From an optimization exercise on the open Yosys and OpenROAD flow, aimed at small area; shortcuts taken in it are not production practice.
In this exercise RTL edits were held to simulation tests only and were not proved equivalent to the original.
The clock port is modelled as an ideal driver; clocking choices that lean on that would not hold on a real chip.
Power and IR drop assume default switching activity.

`flow/config.mk`:
```
export PLATFORM = sky130hd
export DESIGN_NAME = project_top_milestone_3
export DESIGN_NICKNAME = project_top_milestone_3
export VERILOG_FILES = /design/flow/design.v
export SDC_FILE = /design/flow/constraint.sdc
export NUM_CORES = 4
export LEC_CHECK = 0
export CAP_MARGIN = 20
export CORE_MARGIN = 2
export CORE_UTILIZATION = 40
export CTS_BUF_LIST = sky130_fd_sc_hd__clkbuf_4
export SLEW_MARGIN = 20
```
`flow/constraint.sdc`:
```
create_clock -name core_clock -period 20.0 [get_ports {clk}]
set_input_delay 4.0000 -clock core_clock [delete_from_list [all_inputs] [get_ports {clk}]]
set_output_delay 4.0000 -clock core_clock [all_outputs]
set_load 0.01 [all_outputs]
```
`flow/design.v`:
```
module vgaSync(clk, rst, hsync, vsync, video_on, pix_adv, line_adv, pixel_x, pixel_y);
input clk, rst;
output hsync, vsync, video_on, pix_adv, line_adv;
output [9:0] pixel_x, pixel_y;
reg [10:0] hc;
reg [9:0] vc;
wire [11:0] hcy;
wire [10:0] hinc;
assign hcy[0] = 1'b1;
wire [10:0] vcy;
wire [9:0] vinc;
genvar i;
generate
	for (i = 0; i < 11; i = i + 1) begin : h_inc
		assign hinc[i] = hc[i] ^ hcy[i];
		assign hcy[i + 1] = hc[i] & hcy[i];
	end
	for (i = 0; i < 10; i = i + 1) begin : v_inc
		assign vinc[i] = vc[i] ^ vcy[i];
		assign vcy[i + 1] = vc[i] & vcy[i];
	end
endgenerate
assign line_adv = hcy[11];
assign vcy[0] = line_adv;
assign pix_adv = hc[0];
wire h_jump = hc[10] & ~hc[9] & hcy[8];
wire v_jump = ~vc[9] & vc[8] & vc[7] & vc[6] & vcy[5];
always @(posedge clk) begin
	if (rst) begin
		hc <= 11'd0;
		vc <= 10'd0;
	end else begin
		hc <= h_jump ? 11'd1728 : hinc;
		vc <= v_jump ? 10'd979 : vinc;
	end
end
assign hsync = (hc >= 11'd1761) && (hc <= 11'd1952);
wire line_start = (hc == 11'd0);
assign vsync = (vc == 10'd1013) || (!line_start && vc == 10'd1012) || (line_start && vc == 10'd1014);
assign video_on = ~(hc[10] & hc[9]) & ~vc[9];
assign pixel_x = hc[10:1];
assign pixel_y = vc;
endmodule
module pixelGeneration(clk, rst, push, pixel_x, pixel_y, pix_adv, line_adv, video_on, rgb);
input clk, rst;
input [2:0] push;
input [9:0] pixel_x, pixel_y;
input pix_adv, line_adv, video_on;
output [2:0] rgb;
reg [9:0] kx;
reg [8:0] ly;
reg dir_x, dir_y;        
reg [4:0] angle;
reg s0;                  
reg [1:0] quadrant;
reg [11:0] acc;
genvar i;
wire refr_tick = (pixel_y == 10'd980) && (pixel_x == 10'd0);
wire at_right  = ~|kx[9:6] & ~(kx[5] & kx[4] & kx[3]);    
wire at_left   = kx[9] & kx[7] & kx[4];                   
wire at_bottom = ~|ly[8:4];                               
wire at_top    = ly[8] & ly[7] & ly[6] & (ly[4] | ly[3]);  
wire mx = refr_tick & push[0] & ~(dir_x & at_left);
wire my = refr_tick & ~push[0] & push[1];
wire [9:0] dkx = {{7{mx & ~dir_x}}, mx & dir_x, mx & ~dir_x, mx};
wire [8:0] dly = {{6{my & dir_y}}, my & ~dir_y, my & dir_y, my};
wire [10:0] kcy;
wire [9:0] ksum;
wire [9:0] lcy;
wire [8:0] lsum;
assign kcy[0] = 1'b0;
assign lcy[0] = 1'b0;
generate
	for (i = 0; i < 10; i = i + 1) begin : k_add
		assign ksum[i] = kx[i] ^ dkx[i] ^ kcy[i];
		assign kcy[i + 1] = (kx[i] & dkx[i]) | (kx[i] & kcy[i]) | (dkx[i] & kcy[i]);
	end
	for (i = 0; i < 9; i = i + 1) begin : l_add
		assign lsum[i] = ly[i] ^ dly[i] ^ lcy[i];
		assign lcy[i + 1] = (ly[i] & dly[i]) | (ly[i] & lcy[i]) | (dly[i] & lcy[i]);
	end
endgenerate
wire ma = refr_tick & push[2];
wire a_end = s0 ? ~|angle : (angle[4] & angle[2] & angle[1] & angle[0]);
wire ma_step = ma & ~a_end;
wire ma_turn = ma & a_end;
wire [4:0] dang = {{4{ma_step & s0}}, ma_step};
wire [5:0] angcy;
wire [4:0] anginc;
assign angcy[0] = 1'b0;
generate
	for (i = 0; i < 5; i = i + 1) begin : a_add
		assign anginc[i] = angle[i] ^ dang[i] ^ angcy[i];
		assign angcy[i + 1] = (angle[i] & dang[i]) | (angle[i] & angcy[i]) | (dang[i] & angcy[i]);
	end
endgenerate
wire q_step = ma_turn & s0;
always @(posedge clk) begin
	if (rst) begin
		kx <= 10'd352;
		ly <= 9'd240;
		dir_x <= 1'b0;
		dir_y <= 1'b0;
		angle <= 5'd0;
		s0 <= 1'b0;
		quadrant <= 2'd0;
	end else begin
		kx <= ksum;
		ly <= lsum;
		dir_x <= at_right | (dir_x & ~at_left);
		dir_y <= ~at_bottom & (at_top | dir_y);
		angle <= anginc;
		s0 <= s0 ^ ma_turn;
		quadrant <= {quadrant[1] ^ (quadrant[0] & q_step), quadrant[0] ^ q_step};
	end
end
wire [9:0] t, s;
wire [10:0] tcy, scy2;
assign tcy[0] = 1'b0;
assign scy2[0] = 1'b0;
wire [9:0] lyx = {1'b0, ly};
generate
	for (i = 0; i < 10; i = i + 1) begin : t_add
		assign t[i] = pixel_x[i] ^ kx[i] ^ tcy[i];
		assign tcy[i + 1] = (pixel_x[i] & kx[i]) | (pixel_x[i] & tcy[i]) | (kx[i] & tcy[i]);
		assign s[i] = pixel_y[i] ^ lyx[i] ^ scy2[i];
		assign scy2[i + 1] = (pixel_y[i] & lyx[i]) | (pixel_y[i] & scy2[i]) | (lyx[i] & scy2[i]);
	end
endgenerate
wire wt = (t[9:6] == 4'd10);
wire ws = (s[9:6] == 4'd7);
wire [4:0] a = t[5] ? t[4:0] : 5'd0 - t[4:0];
wire [4:0] b = s[5] ? s[4:0] : 5'd0 - s[4:0];
wire in_win = wt & ws & (|t[5:0]) & (|s[5:0]);
wire ball_in, border_in;
circleTest circleTest(.a(a), .b(b), .ball_on(ball_in), .border(border_in));
wire ball_on = in_win & ball_in;
wire border = in_win & border_in;
wire [6:0] tan;
tanLut tanLut(.angle(angle), .tan(tan));
wire u_pos = ~(quadrant[0] ^ quadrant[1]);    
wire v_pos = quadrant[1];                     
wire ok_u = u_pos ? t[5] : (~t[5] | ~|t[4:0]);
wire ok_v = v_pos ? s[5] : (~s[5] | ~|s[4:0]);
wire xmode = ~(quadrant[0] ^ s0);             
wire d_pos = xmode ? u_pos : v_pos;
wire d_win = xmode ? wt : ws;
wire d_hi = xmode ? t[5] : s[5];
wire d_en = xmode ? pix_adv : line_adv;
wire d_step = d_win & (~d_pos | d_hi);
wire d_add = d_en & d_step;
wire d_load = d_en & ~d_step;
wire [6:0] dtan = tan & {7{d_add}};
wire [12:0] acy;
wire [11:0] asum;
assign acy[0] = 1'b0;
generate
	for (i = 0; i < 12; i = i + 1) begin : acc_add
		if (i < 7) begin : full
			assign asum[i] = acc[i] ^ dtan[i] ^ acy[i];
			assign acy[i + 1] = (acc[i] & dtan[i]) | (acc[i] & acy[i]) | (dtan[i] & acy[i]);
		end else begin : half
			assign asum[i] = acc[i] ^ acy[i];
			assign acy[i + 1] = acc[i] & acy[i];
		end
	end
endgenerate
wire [11:0] d_hold = d_pos ? 12'd0 : {~tan, 5'b11111};
always @(posedge clk)
	acc <= d_load ? d_hold : asum;
wire [4:0] r = xmode ? b : a;
wire [4:0] rn = r ^ {5{d_pos}};               
wire [5:0] ncy;
wire [4:0] diff;
assign ncy[0] = 1'b1;
generate
	for (i = 0; i < 5; i = i + 1) begin : n_sub
		assign diff[i] = acc[7 + i] ^ rn[i] ^ ncy[i];
		assign ncy[i + 1] = (acc[7 + i] & rn[i]) | (acc[7 + i] & ncy[i]) | (rn[i] & ncy[i]);
	end
endgenerate
wire near = ~|diff[4:1] | (&diff);
wire handle_on = border & ok_u & ok_v & near;
assign rgb = video_on ? (handle_on ? 3'b000 : (ball_on ? 3'b011 : 3'b110)) : 3'b000;
endmodule
module circleTest(a, b, ball_on, border);
input [4:0] a, b;
output ball_on, border;
function [1023:0] disc;
	input integer rr;
	integer i;
	begin
		for (i = 0; i < 1024; i = i + 1)
			disc[i] = ((i / 32) * (i / 32) + (i % 32) * (i % 32)) < rr;
	end
endfunction
localparam [1023:0] BALL = disc(16 * 16);
localparam [1023:0] BORDER = disc(27 * 27);
assign ball_on = BALL[{a, b}];
assign border = BORDER[{a, b}];
endmodule
module tanLut(angle, tan);
input [4:0] angle;
output [6:0] tan;
localparam [223:0] TAN = {
	7'd63,  7'd58,  7'd53,  7'd49,  7'd45,  7'd40,  7'd36,  7'd33,
	7'd100, 7'd100, 7'd97,  7'd90,  7'd84,  7'd78,  7'd73,  7'd67,
	7'd63,  7'd58,  7'd53,  7'd49,  7'd45,  7'd40,  7'd36,  7'd33,
	7'd29,  7'd25,  7'd21,  7'd18,  7'd14,  7'd11,  7'd7,   7'd4};
assign tan = TAN[angle * 7 +: 7];
endmodule
module project_top_milestone_3(clk, rst, push, hsync, vsync, rgb);
input clk, rst;
input [2:0] push;
output hsync, vsync;
output [2:0] rgb;
wire video_on, pix_adv, line_adv;
wire [9:0] pixel_x, pixel_y;
vgaSync vgaSync(.clk(clk), .rst(rst), .hsync(hsync), .vsync(vsync), .video_on(video_on),
                .pix_adv(pix_adv), .line_adv(line_adv), .pixel_x(pixel_x), .pixel_y(pixel_y));
pixelGeneration pixelGeneration(.clk(clk), .rst(rst), .push(push), .pixel_x(pixel_x),
                .pixel_y(pixel_y), .pix_adv(pix_adv), .line_adv(line_adv), .video_on(video_on),
                .rgb(rgb));
endmodule
```
`flow/flow/run.sh`:
```
#!/bin/bash
# Layout flow: the standard flow (standard.sh), with these changes:
#  - after the standard synthesis, the combinational logic is re-mapped by ABC
#    with area-oriented scripts; flip-flops, full adders and tie cells stay as
#    synthesized. Half adders are first kept too, and later dissolved into logic
#    for ABC to re-map. Full adders whose inputs mostly come through inverters are
#    turned to the opposite polarity (a full adder is self-dual) between
#    re-mappings. The smallest netlist found is kept, and it is proven
#    equivalent to the standard netlist;
#  - the port buffers are buf_1 cells;
#  - clock tree synthesis uses clkbuf_4 buffers and inserts no dummy loads; clock
#    buffers whose sinks see a slow clock edge are then upsized to clkbuf_8.
# Each tool's output goes to a log file of its own in this folder.
set -euo pipefail
HERE=$(cd "$(dirname "$0")" && pwd)
WD=$(pwd)
LIB=$FLOW_HOME/platforms/$FLOW_PLATFORM/lib/sky130_fd_sc_hd__tt_025C_1v80.lib
RES=$WD/orfs/results/$FLOW_PLATFORM/project_top_milestone_3/base
mkdir -p "$WD/remap"
R=$WD/remap
KEEP_HA='__(fa|fah\w*|ha|conb)_\d+$'

area() { grep "Chip area" "$1/reopt_stat.txt" | awk '{print $NF}'; }
smaller() { awk -v a="$1" -v b="$2" 'BEGIN { exit !(a < b) }'; }

bash standard.sh synth > "$WD/1_synth_standard.log" 2>&1
cp "$RES/1_2_yosys.v" "$WD/synth_standard.v"

# first re-mapping (half adders kept), then full-adder polarity
bash "$HERE/reopt.sh" "$WD/synth_standard.v" "$R/r0.v" "$LIB" "$R/r0" "$HERE/reopt_fast.abc" "$KEEP_HA" > "$WD/2_remap_r0.log" 2>&1
python3 "$HERE/fa_polarity.py" "$R/r0.v" "$R/p0.v" > "$WD/3_fa_polarity_p0.log" 2>&1

# deep re-mappings with four seeds, in parallel
for s in 1 2 3 4; do
  sed "s/&deepsyn -T 60/\&deepsyn -T 60 -S $s/" "$HERE/reopt_deep.abc" > "$R/deep_$s.abc"
  bash "$HERE/reopt.sh" "$R/p0.v" "$R/d$s.v" "$LIB" "$R/d$s" "$R/deep_$s.abc" "$KEEP_HA" > "$WD/4_remap_deep_$s.log" 2>&1 &
done
wait
best=$R/r0.v; besta=$(area "$R/r0")
for s in 1 2 3 4; do
  if smaller "$(area "$R/d$s")" "$besta"; then best=$R/d$s.v; besta=$(area "$R/d$s"); fi
done

# alternate polarity and fast re-mapping from the best netlist: four rounds with
# the half adders kept, then six with them dissolved
cur=$best
for i in 1 2 3 4 5 6 7 8 9 10; do
  keep=$KEEP_HA
  if [ "$i" -gt 4 ]; then keep='__(fa|fah\w*|conb)_\d+$'; fi
  python3 "$HERE/fa_polarity.py" "$cur" "$R/p$i.v" > "$WD/5_fa_polarity_p$i.log" 2>&1
  bash "$HERE/reopt.sh" "$R/p$i.v" "$R/i$i.v" "$LIB" "$R/i$i" "$HERE/reopt_fast.abc" "$keep" > "$WD/6_remap_i$i.log" 2>&1
  if smaller "$(area "$R/i$i")" "$besta"; then best=$R/i$i.v; besta=$(area "$R/i$i"); fi
  cur=$R/i$i.v
done
echo "kept $best ($besta um2)" > "$WD/7_remap_choice.log"
cp "$best" "$WD/synth_final.v"
(cd "$R/r0" && bash "$HERE/equiv.sh" "$WD/synth_standard.v" "$WD/synth_final.v" "$LIB") > "$WD/8_equiv.log" 2>&1

cp "$WD/synth_final.v" "$RES/1_2_yosys.v"
rm -f "$RES/1_synth.odb" "$RES/1_synth.sdc"

export BUFFER_PORTS_ARGS="-buffer_cell sky130_fd_sc_hd__buf_1"
export POST_CTS_TCL="$HERE/post_cts.tcl"
export CTS_ARGS="-sink_clustering_enable -repair_clock_nets -buf_list sky130_fd_sc_hd__clkbuf_4 -dont_use_dummy_load"
bash standard.sh finish > "$WD/9_layout.log" 2>&1
```
`flow/flow/equiv.sh`:
```
#!/bin/bash
# equiv.sh GOLD_NETLIST GATE_NETLIST LIB : proves the two mapped netlists equivalent
# (flip-flops paired by name), reading the cells from the liberty file.
set -euo pipefail
cat > equiv.ys <<EOY
read_liberty -ignore_miss_func $3
read_verilog $1
rename $FLOW_TOP gold
read_verilog $2
rename $FLOW_TOP gate
hierarchy -check
flatten gold gate
rename -hide w:_*
opt_clean -purge
equiv_make gold gate equiv
hierarchy -top equiv
equiv_simple -seq 2
equiv_induct
equiv_status -assert
EOY
yosys -s equiv.ys
```
`flow/flow/fa_polarity.py`:
```
#!/usr/bin/env python3
# fa_polarity.py IN.v OUT.v : flips full adders to the opposite polarity where that
# saves inverters. A full adder is self-dual, FA(~a,~b,~c) = ~FA(a,b,c), so a cell
# whose inputs mostly come through inverters can take the uninverted signals and
# hand out complemented sums and carries instead.
import re, sys
from collections import defaultdict

src = open(sys.argv[1]).read()
cell_re = re.compile(r'^(\s*)(sky130_fd_sc_hd__\w+)\s+(\\\S+|\w+)\s*\((.*?)\);\n', re.S | re.M)
pin_re = re.compile(r'\.(\w+)\(\s*(\\\S+ |[\w\[\]]+)\s*\)')

cells = {}
order = []
for m in cell_re.finditer(src):
    typ, name, body = m.group(2), m.group(3), m.group(4)
    pins = {p: n.strip() for p, n in pin_re.findall(body)}
    cells[name] = [typ, pins]
    order.append(name)
head = src[:cell_re.search(src).start()]
tail_start = src.rindex('endmodule')

OUTS = {'Y', 'X', 'Q', 'SUM', 'COUT', 'HI', 'LO'}
def is_inv(t): return re.match(r'sky130_fd_sc_hd__(clk)?inv_\d+$', t) is not None
def is_fa(t): return t == 'sky130_fd_sc_hd__fa_1' or re.match(r'sky130_fd_sc_hd__fa_\d+$', t)

def index():
    drv, loads = {}, defaultdict(list)
    for n, (t, pins) in cells.items():
        for p, net in pins.items():
            if p in OUTS: drv[net] = (n, p)
            else: loads[net].append((n, p))
    return drv, loads

ports = set()
for m in re.finditer(r'^\s*(input|output)\s+(\[[^\]]*\]\s*)?(.*?);', head, re.M):
    for x in m.group(3).split(','):
        ports.add(x.strip())
def is_port(net):
    return net.split('[')[0].strip() in ports or net in ports

# new names continue after any the netlist already has from an earlier pass
newid = [max([int(x) for x in re.findall(r'_fapol_(\d+)_', src)] + [0])]
def fresh():
    newid[0] += 1
    return '_fapol_%d_' % newid[0]

def inv_driver(net, drv):
    d = drv.get(net)
    if d and is_inv(cells[d[0]][0]): return d[0]
    return None

def complement_of(x, drv, loads):
    # an existing net holding ~x, if any
    i = inv_driver(x, drv)
    if i and i in cells: return cells[i][1]['A']
    for n, p in loads.get(x, []):
        if n in cells and is_inv(cells[n][0]): return cells[n][1]['Y']
    return None

def delta(f, drv, loads):
    t, pins = cells[f]
    d = 0
    for p in ('A', 'B', 'CIN'):
        x = pins[p]
        i = inv_driver(x, drv)
        if i:
            if len(loads[x]) == 1 and not is_port(x): d -= 1
        elif complement_of(x, drv, loads) is None:
            d += 1
    for p in ('SUM', 'COUT'):
        n = pins.get(p)
        if n is None or is_port(n): 
            if n is not None and is_port(n): d += 1
            continue
        ls = loads.get(n, [])
        if not ls: continue
        invs = [l for l in ls if is_inv(cells[l[0]][0])]
        d -= len(invs)
        if len(invs) < len(ls): d += 1
    return d

def flip(f, drv, loads):
    t, pins = cells[f]
    newpins = dict(pins)
    for p in ('A', 'B', 'CIN'):
        x = pins[p]
        i = inv_driver(x, drv)
        if i:
            newpins[p] = cells[i][1]['A']
            if len(loads[x]) == 1 and not is_port(x):
                del cells[i]
        else:
            c = complement_of(x, drv, loads)
            if c is None:
                c = fresh()
                cells[fresh()] = ['sky130_fd_sc_hd__inv_1', {'A': x, 'Y': c}]
            newpins[p] = c
    drv, loads = index()
    for p in ('SUM', 'COUT'):
        n = pins.get(p)
        if n is None: continue
        ls = [l for l in loads.get(n, []) if l[0] != f]
        nn = fresh()
        newpins[p] = nn
        keep_n = is_port(n) or any(not is_inv(cells[l[0]][0]) for l in ls)
        for ln, lp in ls:
            if is_inv(cells[ln][0]):
                y = cells[ln][1]['Y']
                if is_port(y):
                    # keep the port driven: buffer it from the new net
                    cells[ln] = ['sky130_fd_sc_hd__buf_1', {'A': nn, 'X': y}]
                else:
                    del cells[ln]
                    for n2, (t2, p2) in cells.items():
                        for q, v in p2.items():
                            if v == y and q not in OUTS: p2[q] = nn
        if keep_n:
            cells[fresh()] = ['sky130_fd_sc_hd__inv_1', {'A': nn, 'Y': n}]
    cells[f] = [t, newpins]

import copy
def cost():
    return sum(1 for t, p in cells.values() if is_inv(t) or t == 'sky130_fd_sc_hd__buf_1')

def chains():
    drv, loads = index()
    fas = [n for n in cells if is_fa(cells[n][0])]
    parent = {f: f for f in fas}
    def find(x):
        while parent[x] != x:
            parent[x] = parent[parent[x]]
            x = parent[x]
        return x
    for f in fas:
        n = cells[f][1].get('COUT')
        targets = list(loads.get(n, []))
        for ln, lp in list(targets):
            if is_inv(cells[ln][0]):
                targets += loads.get(cells[ln][1]['Y'], [])
        for ln, lp in targets:
            if ln in parent:
                parent[find(ln)] = find(f)
    groups = defaultdict(list)
    for f in fas: groups[find(f)].append(f)
    return list(groups.values())

nflip = 0
for g in chains():
    saved = copy.deepcopy(cells)
    before = cost()
    for f in g:
        drv, loads = index()
        flip(f, drv, loads)
    if cost() < before:
        nflip += len(g)
    else:
        cells.clear(); cells.update(saved)

changed = True
while changed:
    changed = False
    drv, loads = index()
    for f in list(cells):
        if f in cells and is_fa(cells[f][0]):
            if delta(f, drv, loads) < 0:
                flip(f, drv, loads)
                nflip += 1
                changed = True
                drv, loads = index()

# emit
new_wires = sorted({v for t, p in cells.values() for v in p.values() if v.startswith('_fapol_')})
out = [head]
out.extend('  wire %s;\n' % w for w in new_wires)
mid_start = cell_re.search(src).start()
# keep any non-cell statements (assigns) that sit between the cells
rest = cell_re.sub('', src[mid_start:tail_start])
out.append(rest)
for n, (t, pins) in cells.items():
    out.append('  %s %s (\n%s\n  );\n' % (t, n, ',\n'.join('    .%s(%s%s)' % (p, v, ' ' if v.startswith('\\') else '') for p, v in pins.items())))
out.append('endmodule\n')
open(sys.argv[2], 'w').write(''.join(out))
sys.stderr.write('flipped %d full adders\n' % nflip)
```
`flow/flow/gen_cells.py`:
```
#!/usr/bin/env python3
# gen_cells.py LIB COMB.v BOXES.v [KEEP_REGEX]
# Writes Verilog models of the liberty's cells for re-mapping a netlist:
# combinational cells as logic, every other cell (flip-flops, cells matching
# KEEP_REGEX, by default full adders and tie cells) as an empty blackbox.
import re, sys
lib = open(sys.argv[1]).read()
keep_re = sys.argv[4] if len(sys.argv) > 4 else r'__(fa|fah\w*|conb)_\d+$'
comb, boxes = [], []
for body in re.split(r'\n\s*cell\s*\(', lib)[1:]:
    name = re.match(r'\s*"?(\w+)"?', body).group(1)
    pins = []
    for m in re.finditer(r'\n\s*pin\s*\(\s*"?(\w+)"?\s*\)\s*\{', body):
        seg = body[m.end():m.end() + 6000]
        d = re.search(r'direction\s*:\s*"?(\w+)"?', seg).group(1)
        head = seg.split('timing')[0].split('internal_power')[0]
        f = re.search(r'function\s*:\s*"([^"]*)"', head)
        if m.group(1) not in [p[0] for p in pins]:
            pins.append((m.group(1), d, f.group(1) if f else None))
    ins = [p for p, d, f in pins if d == 'input']
    outs = [(p, f) for p, d, f in pins if d == 'output']
    seq = re.search(r'\b(ff|latch|statetable)\s*\(', body) is not None
    ports = ins + [p for p, _ in outs]
    if not ports:
        continue
    keep = re.search(keep_re, name) is not None
    if not seq and not keep and outs and all(f for _, f in outs):
        body_v = ''
        for o, f in outs:
            e = f.replace('!', '~').replace('+', '|').replace('*', '&')
            e = re.sub(r'(\w)\s+(?=[\w(~])', r'\1 & ', e)
            e = re.sub(r'\)\s+(?=[\w(~])', r') & ', e)
            body_v += ' output %s;\n assign %s = %s;\n' % (o, o, e)
        comb.append('module %s(%s);\n%s%sendmodule\n' % (
            name, ', '.join(ports), ''.join(' input %s;\n' % p for p in ins), body_v))
    else:
        decl = ''.join(' input %s;\n' % p for p in ins) + ''.join(' output %s;\n' % p for p, _ in outs)
        decl += ''.join(' inout %s;\n' % p for p, d, f in pins if d == 'inout')
        allp = ports + [p for p, d, f in pins if d == 'inout']
        boxes.append('(* blackbox *)\nmodule %s(%s);\n%sendmodule\n' % (name, ', '.join(allp), decl))
open(sys.argv[2], 'w').write(''.join(comb))
open(sys.argv[3], 'w').write(''.join(boxes))
```
`flow/flow/post_cts.tcl`:
```
# Upsize clock buffers whose sinks see a slow clock edge, then re-legalize.
estimate_parasitics -placement
set changed 0
foreach inst [get_cells -hierarchical clkbuf_*] {
  set name [get_full_name $inst]
  set ref [get_property $inst ref_name]
  if { $ref != "sky130_fd_sc_hd__clkbuf_4" } { continue }
  set worst 0
  foreach pin [get_pins -of_objects [get_nets -of_objects [get_pins $name/X]]] {
    if { [get_property $pin direction] == "input" } {
      set s [get_property $pin slew_max]
      if { $s > $worst } { set worst $s }
    }
  }
  if { $worst > 0.095 } {
    puts "upsizing $name (worst sink slew $worst)"
    replace_cell $name sky130_fd_sc_hd__clkbuf_8
    incr changed
  }
}
if { $changed > 0 } {
  detailed_placement
  check_placement -verbose
  estimate_parasitics -placement
}
```
`flow/flow/reopt.sh`:
```
#!/bin/bash
# reopt.sh IN_NETLIST OUT_NETLIST LIB WORKDIR ABC_SCRIPT [KEEP_REGEX]
# Re-maps the combinational logic of a mapped netlist with ABC; flip-flops and the
# cells matching KEEP_REGEX (by default full adders and tie cells) stay as they are.
set -euo pipefail
IN=$1; OUT=$2; LIB=$3; W=$4; SCRIPT=$5; KEEP=${6:-'__(fa|fah\w*|conb)_\d+$'}
HERE=$(cd "$(dirname "$0")" && pwd)
mkdir -p "$W"
python3 "$HERE/gen_cells.py" "$LIB" "$W/comb.v" "$W/boxes.v" "$KEEP"
DU=""
for c in $(python3 - "$LIB" <<'PY'
import re, sys
names = re.findall(r'\n\s*cell\s*\(\s*"?(\w+)"?', open(sys.argv[1]).read())
bad = re.compile(r'lpflow|probe|clkbuf|clkinv|clkdly|dlygate|dlymetal|dlxb|dlxt|dlrt|_16$|_12$|_8$|buf_6|conb|einv|ebuf|bufbuf|bufinv|fill|tap|decap|diode|macro')
print(' '.join(n for n in names if bad.search(n)))
PY
); do DU="$DU -dont_use $c"; done
cat > "$W/reopt.ys" <<EOY
read_verilog $W/boxes.v
read_verilog $IN
hierarchy -top $FLOW_TOP
techmap -map $W/comb.v
techmap
opt -purge
abc -liberty $LIB $DU -script $SCRIPT
read_liberty -lib -ignore_redef $LIB
opt_clean -purge
hilomap -singleton -hicell sky130_fd_sc_hd__conb_1 HI -locell sky130_fd_sc_hd__conb_1 LO
insbuf -buf sky130_fd_sc_hd__buf_1 A X
splitnets
opt_clean -purge
check -assert -mapped
tee -o $W/reopt_stat.txt stat -liberty $LIB
write_verilog -noattr -nohex -nodec $OUT
EOY
yosys -s "$W/reopt.ys"
```
`flow/flow/reopt_deep.abc`:
```
strash
&get -n
&deepsyn -T 60
&put
strash
&get -n
&dch -f
&nf -R 1000
&put
mfs2 -a
strash
&get -n
&dch -f
&nf -R 1000
&put
mfs2 -a
strash
&get -n
&dch -f
&nf -R 1000
&put
topo
```
`flow/flow/reopt_fast.abc`:
```
strash
&get -n
&st
&dch -f
&nf -R 1000
&put
mfs2 -a
strash
&get -n
&dch -f
&nf -R 1000
&put
topo
```
`flow/standard.sh`:
```
#!/bin/bash
# synth_recipe.tcl (not shown) runs the flow's synth.tcl, then flattens the netlist and writes it again
# the make line also repeats each setting of config.mk as NAME=value (left out here)
make -C /OpenROAD-flow-scripts/flow DESIGN_CONFIG=/design/flow/config.mk WORK_HOME=/design/flow/orfs CLKGATE_MAP_FILE= SYNTH_SCRIPT=/design/flow/synth_recipe.tcl "${@:-finish}"
```
==> reports/results.tsv, run 1 <==
metric	value	unit
synthCells	437	
die_area	10720	µm²
grtUsageTotal	15.99	%
p_int	0.1575	mW
ant_nets	0	
clock-sinks	62	
crit_path_end_kind	primary output	
die_height	103.6	µm
area.growth.synth_to_final	7.636	%
ioPinCount	10	
sw_frac_of_total	23.40	%
multi_input_area	2685	µm²
switching_power	0.04811	mW
final_cell_area	4268	µm²
cts_tree	built	
power.share.clock	36.3	%
period_share	55.85	%
path_clk_slew	70	ps
required	16000	ps
core-area	9684	µm²
power_frac_seq	60.6	%
nets	505	
tightest_slew	994.7	ps
io_buffers	9	
setup.worst_path.start	vgaSync.vc[0]$_SDFF_PP0_	
rsz0062_at_grt	false	
timing.hold.ws	480.5	ps
critPathBufInv	1	
mappedNetlistArea	3965	µm²
area.sequential	1241	µm²
vias	3092	
chipWidth	103.6	µm
grt_pass1_vias	2950	
drc	0	
synth_nets	485	
clock_skew	25.01	ps
grt_pass1_wl	13.97	mm
grt_max_degree	51	
hold_path.class	flop to flop	
crit_chain	and2_0 -> fa_1 -> fa_1 -> fa_1 -> fa_1 -> fa_1 -> or3_1 -> xnor2_1 -> mux2_1 -> xnor2_1 -> fa_1 -> fa_1 -> fa_1 -> xor2_1 -> xnor2_1 -> xnor2_1 -> a41o_1 -> nand4_1 -> o21ai_0 -> nor3_1 -> buf_1	
drive_above_1_share	2.418	%
maxCapViolCount	0	
p_per_area	48.17	nW/µm²
worstSkewPairLatency	350	ps
antenna_found_initial	0	
fin_setup_tns	0	ps
combPwrFrac	3.2	%
vias_per_cell	5.259	
setup_slack	8829	ps
placed_area	4167	µm²
hpwl	5.991	mm
finalWorstPathRequiredPeriod	11170	ps
nFillCells	961	
cp_common_cell	fa_1	
fmax	89.52	MHz
startpoint_type	flop	
initial_core_util	40.94	%
wirelength	7.841	mm
drt_pre_antenna_iters	4	
gp_congestion	0.8916	
dp_worst_setup_slack	9136	ps
status	complete, no violations	
path_delay_family	adder cells	
rows	36	
worstReg2RegStart	vgaSync.vc[0]$_SDFF_PP0_	
power.leakage	1.655	nW
drt-initial-drc-count	117	
maxSlewHeadroom	33.69	%
slowest_stage	fa_1	
setup_violations	0	
arrival	7170	ps
syn_area_per_cell	9.073	µm²
drt-wirelength-per-cell	13.34	µm
antenna_cells	0	
hp-start	vgaSync.hc[0]$_SDFF_PP0_	
irDropWorstVdd	28.25	µV
critPathMaxFanout	7	
critical_path.max_stage_delay	610	ps
ys_warn_count	2	
final_max_slew_viol_count	0	
grt-ovfl-total	0	
path_class	flop to primary output	
hold_violations	0	
-- through the flow --
stage               total power [mW]  util, %  cells
detailed placement            0.1338    43.02    579
global placement              0.1338    43.02    579
global route                  0.2135    44.07    588
finish                        0.2056    44.07    588
floorplan                     0.1310        -    437
-- power by group through the flow --
stage          Combinational [mW]  Clock (mW)  Sequential, mW
3_3_place_gp              0.00653           0           0.127
2_1_floorplan             0.00383           0           0.127
5_1_grt                   0.00757      0.0814           0.125
6_report                  0.00654      0.0745           0.124
3_5_place_dp              0.00647           0           0.127
-- state kept, by name (all words and copies together), names as in the netlist --
name and count:
pixelGeneration.acc 12, vgaSync.hc 11, pixelGeneration.kx 10, vgaSync.vc 10, pixelGeneration.ly 9, pixelGeneration.angle 5, pixelGeneration.quadrant 2, pixelGeneration.dir_x 1
pixelGeneration.dir_y 1, pixelGeneration.s0 1
-- final cells by class --
cell class | count | share of cell area, %
Clock buffer | 9 | 2.316
Inverter | 11 | 0.9675
Multi-Input combinational cell | 364 | 62.91
Sequential cell | 62 | 29.08
Tap cell | 133 | 3.899
Timing Repair Buffer | 9 | 0.8209
-- cell usage in the layout (no fill, tap or decap), types with 3 or more instances in the layout --
| cell type | n |
|---|---|
| dfxtp_1 | 62 |
| nor2_1 | 52 |
| fa_1 | 43 |
| nand2_1 | 42 |
| nor3_1 | 34 |
| xnor2_1 | 26 |
| a21oi_1 | 25 |
| nor2b_1 | 17 |
| o21ai_0 | 16 |
| nand3_1 | 14 |
| inv_1 | 11 |
| and2_0 | 10 |
| xor2_1 | 10 |
| and3_1 | 10 |
| or2_0 | 8 |
| buf_1 | 8 |
| a31oi_1 | 6 |
| nand2b_1 | 5 |
| nor4_1 | 5 |
| clkbuf_8 | 5 |
| mux2i_1 | 4 |
| o31ai_1 | 4 |
| clkbuf_4 | 4 |
| nand4_1 | 3 |
| nand3b_1 | 3 |
| o22ai_1 | 3 |
-- per-layer routing --
| layer | vias up | GRT usage (%) | wire length, µm |
|---|---|---|---|
| met5 | - | 0 | 0 |
| met4 | 0 | 5.212 | 117 |
| met3 | 10 | 3.650 | 297 |
| met2 | 52 | 25.12 | 3537 |
| met1 | 1476 | 21.94 | 3888 |
| li1 | 1554 | - | - |
-- path summary, 6_finish.rpt --
path	to	slack, ps	cells after the start
max	rgb[0]	8830	21
min	vgaSync.hc[0]$_SDFF_PP0_	480	1
max reg2reg	pixelGeneration.acc[11]$_DFF_P_	11060	26
min reg2reg	vgaSync.hc[0]$_SDFF_PP0_	480	1
==> inputs of run 2 (changes only) <==
--- a/flow/flow/run.sh
+++ b/flow/flow/run.sh
@@ -44,5 +44,5 @@
 # alternate polarity and fast re-mapping from the best netlist: four rounds with
-# the half adders kept, then six with them dissolved
+# the half adders kept, then sixteen with them dissolved
 cur=$best
-for i in 1 2 3 4 5 6 7 8 9 10; do
+for i in $(seq 1 20); do
   keep=$KEEP_HA
==> reports/results.tsv, run 2 <==
metric	value	unit
area.growth.synth_to_final	7.344	%
final_cell_mix	dfxtp_1 (62), nor2_1 (49), fa_1 (43)	
ioPinCount	10	
r2r_slack	11140	ps
antenna_cells	0	
worstSkewPairLatency	330	ps
path_class	flop to primary output	
path_delay_family	adder cells	
setup.worst_path.start	vgaSync.vc[0]$_SDFF_PP0_	
grtUsageTotal	16.63	%
tightest_slew	992.4	ps
vias	3065	
hold_path.class	flop to flop	
crit_path_end_kind	primary output	
rows	36	
grt_pass1_wl	13.67	mm
fmax	91.64	MHz
startpoint_type	flop	
mappedNetlistArea	3953	µm²
irDropWorstVdd	50.23	µV
crit_chain	and2_0 -> fa_1 -> fa_1 -> fa_1 -> fa_1 -> fa_1 -> inv_1 -> nand2_1 -> xor2_1 -> mux2i_1 -> xnor2_1 -> fa_1 -> fa_1 -> fa_1 -> xor2_1 -> xnor2_1 -> xnor2_1 -> a41oi_1 -> nor4_1 -> nand3_1 -> nand3b_1 -> nor2_1 -> buf_1	
grt_pass1_vias	2834	
final_max_slew_viol_count	0	
required	16000	ps
hold_violations	0	
critPathBufInv	2	
core-area	9684	µm²
synth_nets	483	
worstReg2RegStart	vgaSync.vc[0]$_SDFF_PP0_	
setup_violations	0	
status	complete, no violations	
path_clk_slew	80	ps
initial_core_util	40.81	%
clock-sinks	62	
drt-wirelength-per-cell	13.85	µm
grt-ovfl-total	0	
final_cell_area	4243	µm²
grt_max_degree	52	
die_height	103.4	µm
final_cell_count_no_fill	586	
largest-register	pixelGeneration.acc	
hp-start	vgaSync.hc[0]$_SDFF_PP0_	
fin_total_pwr	0.1990	mW
finalWorstPathRequiredPeriod	10910	ps
nets	503	
wirelength	8.119	mm
placedCellCount	577	
cts_tree	built	
p_per_area	46.90	nW/µm²
ys_warn_count	2	
syn_area_per_cell	9.086	µm²
chipWidth	103.4	µm
slowest_stage	fa_1	
final_common_cell	dfxtp_1	
placed_area	4154	µm²
drive_above_1_share	2.428	%
drt_pre_antenna_iters	5	
top_regs	pixelGeneration.acc: 12 flops, vgaSync.hc: 11 flops	
drt-initial-drc-count	111	
critical_path.max_stage_delay	650	ps
maxSlewHeadroom	33.84	%
cp_common_cell	fa_1	
power.leakage	1.696	nW
multi_input_area	2650	µm²
antenna_found_initial	0	
hpwl	6.292	mm
die_area	10690	µm²
vias_per_cell	5.230	
clock_skew	22.78	ps
maxCapViolCount	0	
rsz0062_at_grt	false	
gp_congestion	0.9207	
period_share	54.56	%
arrival	6910	ps
fin_setup_tns	0	ps
ant_nets	0	
nFillCells	946	
largest_reg_flops	12	
io_buffers	9	
area.sequential	1241	µm²
drc	0	
synthCells	435	
critPathMaxFanout	6	
## run 2: layout make-up
class | count | area share, %
Tap cell | 133 | 3.922
Clock buffer | 9 | 2.035
Inverter | 17 | 1.504
Sequential cell | 62 | 29.25
Multi-Input combinational cell | 356 | 62.46
Timing Repair Buffer | 9 | 0.8257
## run 2: where the power goes
part           switching, mW  leakage [nW]  internal (mW)
clock                 0.0401        0.0492         0.0275
combinational        0.00493          1.15        0.00198
sequential          0.000698         0.500          0.124
total                 0.0457          1.70          0.153
## run 2: final timing paths
check	to	cells after the start
hold / removal	vgaSync.hc[0]$_SDFF_PP0_	1
setup / recovery	rgb[2]	23
hold reg to reg	vgaSync.hc[0]$_SDFF_PP0_	1
setup reg to reg	pixelGeneration.acc[11]$_DFF_P_	26
## run 2: worst register-to-register path, stage by stage, from the launching register on
cell,delay [ps]
dfxtp_1,360
and2_0,220
fa_1,470
fa_1,460
fa_1,460
fa_1,460
fa_1,460
fa_1,460
fa_1,460
fa_1,440
xnor2_1,130
nand4_1,160
a21oi_1,80
o21ai_0,290
nand2b_1,300
nor2b_1,90
and2_0,200
fa_1,440
fa_1,430
fa_1,430
fa_1,420
fa_1,440
fa_1,470
and3_1,240
nand3_1,130
xor2_1,150
o22ai_1,90
## run 2: per-stage QoR
step	hold WS, ps	util, %	setup WS [ps]
after floorplan	441.1	-	9966
after global routing	540.6	43.81	8598
after global placement	478.7	42.89	9540
after detailed placement	483.3	42.89	9390
final	504.6	43.81	9088
## run 2: per-layer routing
layer / part of all wire, % / track usage, % / vias up
li1: - / - / 1540
met1: 46 / 21.82 / 1447
met2: 50 / 26.45 / 59
met3: 2.8 / 3.763 / 19
met4: 1.9 / 7.085 / 0
met5: 0 / 0 / -
==> inputs of run 3 (changes only) <==
--- a/flow/flow/run.sh
+++ b/flow/flow/run.sh
@@ -7,2 +7,3 @@
 #    turned to the opposite polarity (a full adder is self-dual) between
+#    re-mappings, along four chains of re-mappings that start from four deep
 #    re-mappings. The smallest netlist found is kept, and it is proven
@@ -22,3 +23,10 @@
 
-area() { grep "Chip area" "$1/reopt_stat.txt" | awk '{print $NF}'; }
+# area of a re-mapping, or a huge number if it did not finish
+area() {
+  if [ -s "$1.v" ] && grep -q "Chip area" "$1/reopt_stat.txt" 2>/dev/null; then
+    grep "Chip area" "$1/reopt_stat.txt" | awk '{print $NF}'
+  else
+    echo 1e12
+  fi
+}
 smaller() { awk -v a="$1" -v b="$2" 'BEGIN { exit !(a < b) }'; }
@@ -43,12 +51,20 @@
 
-# alternate polarity and fast re-mapping from the best netlist: four rounds with
-# the half adders kept, then sixteen with them dissolved
-cur=$best
-for i in $(seq 1 20); do
-  keep=$KEEP_HA
-  if [ "$i" -gt 4 ]; then keep='__(fa|fah\w*|conb)_\d+$'; fi
-  python3 "$HERE/fa_polarity.py" "$cur" "$R/p$i.v" > "$WD/5_fa_polarity_p$i.log" 2>&1
-  bash "$HERE/reopt.sh" "$R/p$i.v" "$R/i$i.v" "$LIB" "$R/i$i" "$HERE/reopt_fast.abc" "$keep" > "$WD/6_remap_i$i.log" 2>&1
-  if smaller "$(area "$R/i$i")" "$besta"; then best=$R/i$i.v; besta=$(area "$R/i$i"); fi
-  cur=$R/i$i.v
+# from each deep re-mapping, in parallel: alternate polarity and fast re-mapping,
+# four rounds with the half adders kept, then sixteen with them dissolved
+chain() {
+  local s=$1 cur=$R/d$1.v keep i
+  for i in $(seq 1 20); do
+    keep=$KEEP_HA
+    if [ "$i" -gt 4 ]; then keep='__(fa|fah\w*|conb)_\d+$'; fi
+    python3 "$HERE/fa_polarity.py" "$cur" "$R/c${s}p$i.v" > "$WD/5_fa_polarity_c${s}p$i.log" 2>&1
+    bash "$HERE/reopt.sh" "$R/c${s}p$i.v" "$R/c${s}i$i.v" "$LIB" "$R/c${s}i$i" "$HERE/reopt_fast.abc" "$keep" > "$WD/6_remap_c${s}i$i.log" 2>&1
+    cur=$R/c${s}i$i.v
+  done
+}
+for s in 1 2 3 4; do chain $s & done
+wait
+for s in 1 2 3 4; do
+  for i in $(seq 1 20); do
+    if smaller "$(area "$R/c${s}i$i")" "$besta"; then best=$R/c${s}i$i.v; besta=$(area "$R/c${s}i$i"); fi
+  done
 done
==> reports/results.tsv, run 3 <==
metric	value	unit
mappedNetlistArea	3943	µm²
die_height	103.3	µm
vias	3106	
crit_path_end_kind	primary output	
hold_path.class	flop to flop	
wirelength	8.143	mm
final_cell_area	4247	µm²
io_buffers	9	
final_cell_mix	dfxtp_1 (62), nor2_1 (50), nand2_1 (45)	
drc	0	
final_common_cell	dfxtp_1	
period_share	53.69	%
arrival	6740	ps
power.leakage	1.661	nW
drt-wirelength-per-cell	13.73	µm
final_max_slew_viol_count	0	
synthCells	441	
worstSkewPairLatency	340	ps
area.sequential	1241	µm²
drive_above_1_share	2.609	%
drt-initial-drc-count	109	
fin_total_pwr	0.2014	mW
grtUsageTotal	16.94	%
rsz0062_at_grt	false	
syn_area_per_cell	8.940	µm²
core-area	9684	µm²
grt_pass1_vias	2938	
hold_violations	0	
grt-ovfl-total	0	
setup_violations	0	
grt_pass1_wl	13.92	mm
cts_tree	built	
nets	510	
nFillCells	1001	
largest-register	pixelGeneration.acc	
path_class	flop to primary output	
fin_setup_tns	0	ps
top_regs	pixelGeneration.acc: 12 flops, vgaSync.hc: 11 flops	
multi_input_area	2655	µm²
ant_nets	0	
critPathMaxFanout	7	
r2r_slack	10900	ps
drt_pre_antenna_iters	4	
status	complete, no violations	
p_per_area	47.42	nW/µm²
area.growth.synth_to_final	7.712	%
grt_max_degree	51	
ys_warn_count	2	
gp_congestion	0.9339	
antenna_cells	0	
chipWidth	103.3	µm
startpoint_type	flop	
initial_core_util	40.71	%
required	16000	ps
die_area	10670	µm²
largest_reg_flops	12	
fmax	93.12	MHz
tightest_slew	750.9	ps
maxSlewHeadroom	49.75	%
synth_nets	489	
finalWorstPathRequiredPeriod	10740	ps
maxCapViolCount	0	
ioPinCount	10	
clock-sinks	62	
rows	36	
antenna_found_initial	0	
irDropWorstVdd	27.98	µV
placed_area	4151	µm²
clock_skew	21.81	ps
timing.hold.ws	496.2	ps
vias_per_cell	5.238	
hpwl	6.241	mm
path_clk_slew	90	ps
[run 3: final cells by class]
class                           count  area share [%]
Clock buffer                        9           2.180
Tap cell                          133           3.919
Timing Repair Buffer               10           1.002
Multi-Input combinational cell    366           62.52
Inverter                           13           1.149
Sequential cell                    62           29.23
[run 3: power by group]
group	leakage, nW	total (mW)	internal, mW	switching, mW
Combinational	1.11	0.00640	0.00186	0.00455
Clock	0.0518	0.0705	0.0296	0.0409
Sequential	0.500	0.124	0.124	0.000673
[run 3: per-layer routing]
| metal | up-vias | wire length [µm] | GRT usage [%] |
|---|---|---|---|
| met1 | 1475 | 4056 | 23.29 |
| met2 | 53 | 3648 | 26.32 |
| met3 | 10 | 328 | 4.435 |
| li1 | 1568 | - | - |
| met5 | - | 0 | 0 |
| met4 | 0 | 111 | 5.162 |
[run 3: final timing paths]
path                                         start                         endpoint  depth (start not counted)
hold / removal            vgaSync.hc[0]$_SDFF_PP0_         vgaSync.hc[0]$_SDFF_PP0_                          1
setup reg to reg  pixelGeneration.ly[0]$_SDFF_PP0_  pixelGeneration.acc[11]$_DFF_P_                         26
hold reg to reg           vgaSync.hc[0]$_SDFF_PP0_         vgaSync.hc[0]$_SDFF_PP0_                          1
setup / recovery  pixelGeneration.ly[0]$_SDFF_PP0_                           rgb[0]                         22
[run 3: critical path, stage by stage, from the launching register on]
cell	delay, ps
dfxtp_1	340
and2_0	200
fa_1	460
fa_1	470
fa_1	460
fa_1	460
fa_1	550
inv_1	130
nand2_1	70
xnor2_1	440
nor2_1	80
a21oi_1	170
xnor2_1	110
fa_1	470
fa_1	430
fa_1	410
xnor2_1	150
xnor2_1	140
xnor2_1	170
a32o_1	200
o21ai_0	270
nor2_1	80
buf_1	130
[run 3: per-stage QoR]
stage	setup WS, ps	utilization, %	cells
2_1_floorplan	10080	-	441
3_3_place_gp	9732	42.87	584
3_5_place_dp	9623	42.87	584
5_1_grt	8778	43.85	593
6_report	9262	43.85	593

port drivers added, routing unchanged:
How much do the figures lean on ideal ports? The routed layouts below were timed once more, with nothing changed but the port constraints.
Step 1 (the two cells are an assumption about what drives the block):
set clk [get_ports {clk}]
set_driving_cell -lib_cell sky130_fd_sc_hd__clkbuf_16 $clk
set_driving_cell -lib_cell sky130_fd_sc_hd__buf_2 [delete_from_list [all_inputs] $clk]
Step 2 also shifts input and output timing later by t, the mid clock arrival at the registers, as if the neighbouring blocks saw the same clock.
Slacks: no drivers / after step 1 / after step 2; pairs: no drivers / after step 1.
run | t, ns | setup WS [ns] | hold slack, ns | slew at the worst register clock pin (ns) | pins driven straight from the clock port
run 1 | 0.369 | 8.829 / 8.799 / 9.168 | 0.481 / 0.481 / 0.481 | 0.09 / 0.09 | 1
run 2 | 0.352 | 9.088 / 9.058 / 9.410 | 0.505 / 0.505 / 0.505 | 0.09 / 0.09 | 1
run 3 | 0.366 | 9.262 / 9.229 / 9.595 | 0.496 / 0.496 / 0.496 | 0.09 / 0.09 | 1
After both steps setup and hold are still met in every run listed.
